What follows belongs to an exercise in optimizing a design on an open flow for small area; a production flow would make more cautious choices.
Only simulation tests tie the RTL to the original design; equivalence was not proved.
No activity file was given, so power comes from the tool's default toggle rates.

## quad_game_top
module quad_game_top(
			input clk_in,
			input rst_in,
			input a_in,
			input b_in,
			output [127:0] line1_out,
			output [127:0] line2_out
    );
wire enc_tick, car_slot, step, clr;
wire mv_cw, mv_acw;
		clk_manager clkdiv (
				.clk_i(clk_in),
				.rst_i(rst_in),
				.tick_o(enc_tick),
				.car_o(car_slot),
				.step_o(step),
				.clr_o(clr)
				);
		quadenc qenc (
				.clk_in(clk_in),
				.en_in(enc_tick),
				.rst_in(rst_in),
				.a_in(a_in),
				.b_in(b_in),
				.mv_cw_o(mv_cw),
				.mv_acw_o(mv_acw)
		);
game_engine gameEngine(
		.clk_in(clk_in),
		.rst_in(rst_in),
		.step_in(step),
		.car_in(car_slot),
		.mv_cw_in(mv_cw),
		.mv_acw_in(mv_acw),
		.clr_in(clr),
		.line1_out(line1_out),
		.line2_out(line2_out)
    );
endmodule
==> module clk_manager, before the edit <==
module clk_manager(
			input clk_i,
			input rst_i,           
			output tick_o,         
			output car_o,          
			output step_o,         
			output clr_o           
    );
	reg [2:0] c8;
	reg [2:0] c5;
	reg [5:0] c63;
	always @(posedge clk_i) begin
		if (rst_i) begin
			c8  <= 3'd0;
			c5  <= 3'b000;
			c63 <= 6'b000001;
		end else begin
			c8  <= {c8[2] ^ (c8[1] & c8[0]), c8[1] ^ c8[0], !c8[0]};
			c5  <= {c5[1], c5[0], !(c5[2] & (c5[1] | c5[0]))};
			c63 <= {c63[4:0], c63[5] ^ c63[4]};
		end
	end
	assign tick_o = !c8[0] &&  c5[1] && !c5[0];             
	assign car_o  =  c8[0] && !c5[2] &&  c5[1];             
	assign step_o = c8[2] && !c8[1] && !c8[0] && (c63 == 6'b000001);
	assign clr_o  = !c5[2] && !c5[0];                       
endmodule
==> module quadenc, before the edit <==
module quadenc(
			input clk_in,
			input en_in,
			input rst_in,          
			input a_in,
			input b_in,
			output mv_cw_o,
			output mv_acw_o
    );
	reg a_s, b_s;              
	reg [2:0] a_r, b_r;        
	reg a_v, b_v;              
	reg a_u, b_u;              
	reg [1:0] mv;              
	wire a_same = (a_in == a_s);
	wire b_same = (b_in == b_s);
	wire a_sat = &a_r;
	wire b_sat = &b_r;
	wire a_f = a_r[0] ? (a_r[1] | a_r[2]) : !a_r[2];
	wire b_f = b_r[0] ? (b_r[1] | b_r[2]) : !b_r[2];
	wire [2:0] a_rn = a_same ? {a_r[1:0], a_f} : 3'b110;
	wire [2:0] b_rn = b_same ? {b_r[1:0], b_f} : 3'b110;
	always @(posedge clk_in) begin
		if (rst_in) begin
			a_s <= 1'b0; b_s <= 1'b0;
			a_r <= 3'd7; b_r <= 3'd7;
			a_v <= 1'b0; b_v <= 1'b0;
			a_u <= 1'b0; b_u <= 1'b0;
		end else if (en_in) begin
			a_s <= a_in;
			b_s <= b_in;
			a_r <= a_rn;
			b_r <= b_rn;
			if (a_sat) a_v <= a_s;
			if (b_sat) b_v <= b_s;
			a_u <= a_v;
			b_u <= b_v;
		end
	end
	always @(posedge clk_in) begin
		if (en_in) begin
			mv[1] <= !mv[1] && !mv[0] && (a_u ^ b_u);
			mv[0] <= a_u | ((mv[1] | mv[0]) && b_u);
		end
	end
	assign mv_cw_o  = mv[1] & !mv[0];
	assign mv_acw_o = mv[1] &  mv[0];
endmodule
export LEC_CHECK = 0
export CAP_MARGIN = 20
export CORE_MARGIN = 2
export CORE_UTILIZATION = 40
export SLEW_MARGIN = 20
create_clock -name core_clock -period 10.0 [get_ports {clk_in}]
standard.sh (not shown) runs the stock make flow with config.mk's settings and CLKGATE_MAP_FILE= SYNTH_SCRIPT=/design/flow/synth_recipe.tcl, a recipe that flattens the netlist after the stock synthesis.
==> flow/flow/run.sh <==
#!/bin/bash
# Own layout flow.
# Synthesis: the standard synthesis script (synth_recipe.tcl), with two
# changes to the combinational mapping only: no adder extraction
# (ADDER_MAP_FILE empty) and an area-oriented ABC script (abc_area.script).
# Registers, their names and their cells are those of the standard synthesis.
# Layout: the standard layout, except that every port buffer is a buf_1
# and each output port that carries a constant gets a buf_1 of its own too,
# fed from shared tie cells (see const_ports.tcl).
set -euo pipefail
W=$(pwd)
{
  head -n 1 synth_recipe.tcl
  cat <<EOT
set ::env(ADDER_MAP_FILE) ""
proc abc {args} {
  set i [lsearch -exact \$args -script]
  if { \$i >= 0 } { lset args [expr {\$i + 1}] $W/flow/abc_area.script }
  yosys abc {*}\$args
}
EOT
  tail -n +2 synth_recipe.tcl
} > "$W/own_synth.tcl"
bash standard.sh "SYNTH_SCRIPT=$W/own_synth.tcl" synth > "$W/synth.log" 2>&1
bash standard.sh SKIP_REPAIR_TIE_FANOUT=1 \
  "PRE_GLOBAL_PLACE_TCL=$W/flow/const_ports.tcl" \
  "BUFFER_PORTS_ARGS=-buffer_cell sky130_fd_sc_hd__buf_1" \
  "CTS_ARGS=-sink_clustering_enable -buf_list sky130_fd_sc_hd__clkbuf_4 -root_buf sky130_fd_sc_hd__clkbuf_4 -dont_use_dummy_load -repair_clock_nets" \
  finish > "$W/layout.log" 2>&1
Other scripts of this flow, unchanged in this note and not shown: flow/flow/abc_area.script, flow/flow/const_ports.tcl
Next try:
--- a/flow/design.v
+++ b/flow/design.v
@@ -7,18 +7,23 @@
 			output step_o,         
 			output clr_o           
     );
-	reg [2:0] c8;
-	reg [2:0] c5;
-	reg [5:0] c63;
+	localparam [2:0] P8 = 3'd0, P5 = 3'd0;
+	localparam [5:0] P63 = 6'd54;
+	reg [2:0] c8s;
+	reg [2:0] c5s;
+	reg [5:0] c63s;
+	wire [2:0] c8 = c8s ^ P8;
+	wire [2:0] c5 = c5s ^ P5;
+	wire [5:0] c63 = c63s ^ P63;
 	always @(posedge clk_i) begin
 		if (rst_i) begin
-			c8  <= 3'd0;
-			c5  <= 3'b000;
-			c63 <= 6'b000001;
+			c8s  <= 3'd0 ^ P8;
+			c5s  <= 3'b000 ^ P5;
+			c63s <= 6'b000001 ^ P63;
 		end else begin
-			c8  <= {c8[2] ^ (c8[1] & c8[0]), c8[1] ^ c8[0], !c8[0]};
-			c5  <= {c5[1], c5[0], !(c5[2] & (c5[1] | c5[0]))};
-			c63 <= {c63[4:0], c63[5] ^ c63[4]};
+			c8s  <= {c8[2] ^ (c8[1] & c8[0]), c8[1] ^ c8[0], !c8[0]} ^ P8;
+			c5s  <= {c5[1], c5[0], !(c5[2] & (c5[1] | c5[0]))} ^ P5;
+			c63s <= {c63[4:0], c63[5] ^ c63[4]} ^ P63;
 		end
 	end
 	assign tick_o = !c8[0] &&  c5[1] && !c5[0];             
@@ -38,8 +43,10 @@
     );
 	reg a_s, b_s;              
 	reg [2:0] a_r, b_r;        
-	reg a_v, b_v;              
-	reg a_u, b_u;              
+	reg a_vn, b_vn;            
+	reg a_un, b_un;            
+	wire a_v = !a_vn, b_v = !b_vn;
+	wire a_u = !a_un, b_u = !b_un;
 	reg [1:0] mv;              
 	wire a_same = (a_in == a_s);
 	wire b_same = (b_in == b_s);
@@ -53,17 +60,17 @@
 		if (rst_in) begin
 			a_s <= 1'b0; b_s <= 1'b0;
 			a_r <= 3'd7; b_r <= 3'd7;
-			a_v <= 1'b0; b_v <= 1'b0;
-			a_u <= 1'b0; b_u <= 1'b0;
+			a_vn <= 1'b1; b_vn <= 1'b1;
+			a_un <= 1'b1; b_un <= 1'b1;
 		end else if (en_in) begin
 			a_s <= a_in;
 			b_s <= b_in;
 			a_r <= a_rn;
 			b_r <= b_rn;
-			if (a_sat) a_v <= a_s;
-			if (b_sat) b_v <= b_s;
-			a_u <= a_v;
-			b_u <= b_v;
+			if (a_sat) a_vn <= !a_s;
+			if (b_sat) b_vn <= !b_s;
+			a_un <= a_vn;
+			b_un <= b_vn;
 		end
 	end
 	always @(posedge clk_in) begin
- The changed run ran to the end with no violations
- critical path depth drops by 1
- clock-buffer cell count does not change
- non-clock buffer count stays the same
- power drops slightly
- synthesized area drops slightly
- setup slack improved by 170 ps
- cell area drops slightly
- clock skew drops by 4.8 ps
- cell count drops slightly
- sequential share of layout area climbs by 0.21 points
- global-route usage drops by 1.6 points

## separate check: timing with driven ports
How much do the figures lean on ideal ports? The routed layouts below were timed once more, with nothing changed but the port constraints.
Step 1 assumes that a clkbuf_16 drives the clock port and a buf_2 every other input.
Step 2 times the ports against the registers' clock, not the clock port: input delays grow and output delays shrink by t, the midpoint of the rising clock arrivals with the driver on.
Three values: no drivers, after step 1, after step 2; two values: the first two.
run	shift t [ns]	setup WS [ns]	pins driven straight from the clock port
the first run	0.343	5.323 / 5.298 / 5.641	1
the second run	0.341	5.496 / 5.472 / 5.813	1
After both steps setup and hold are still met in every run listed.
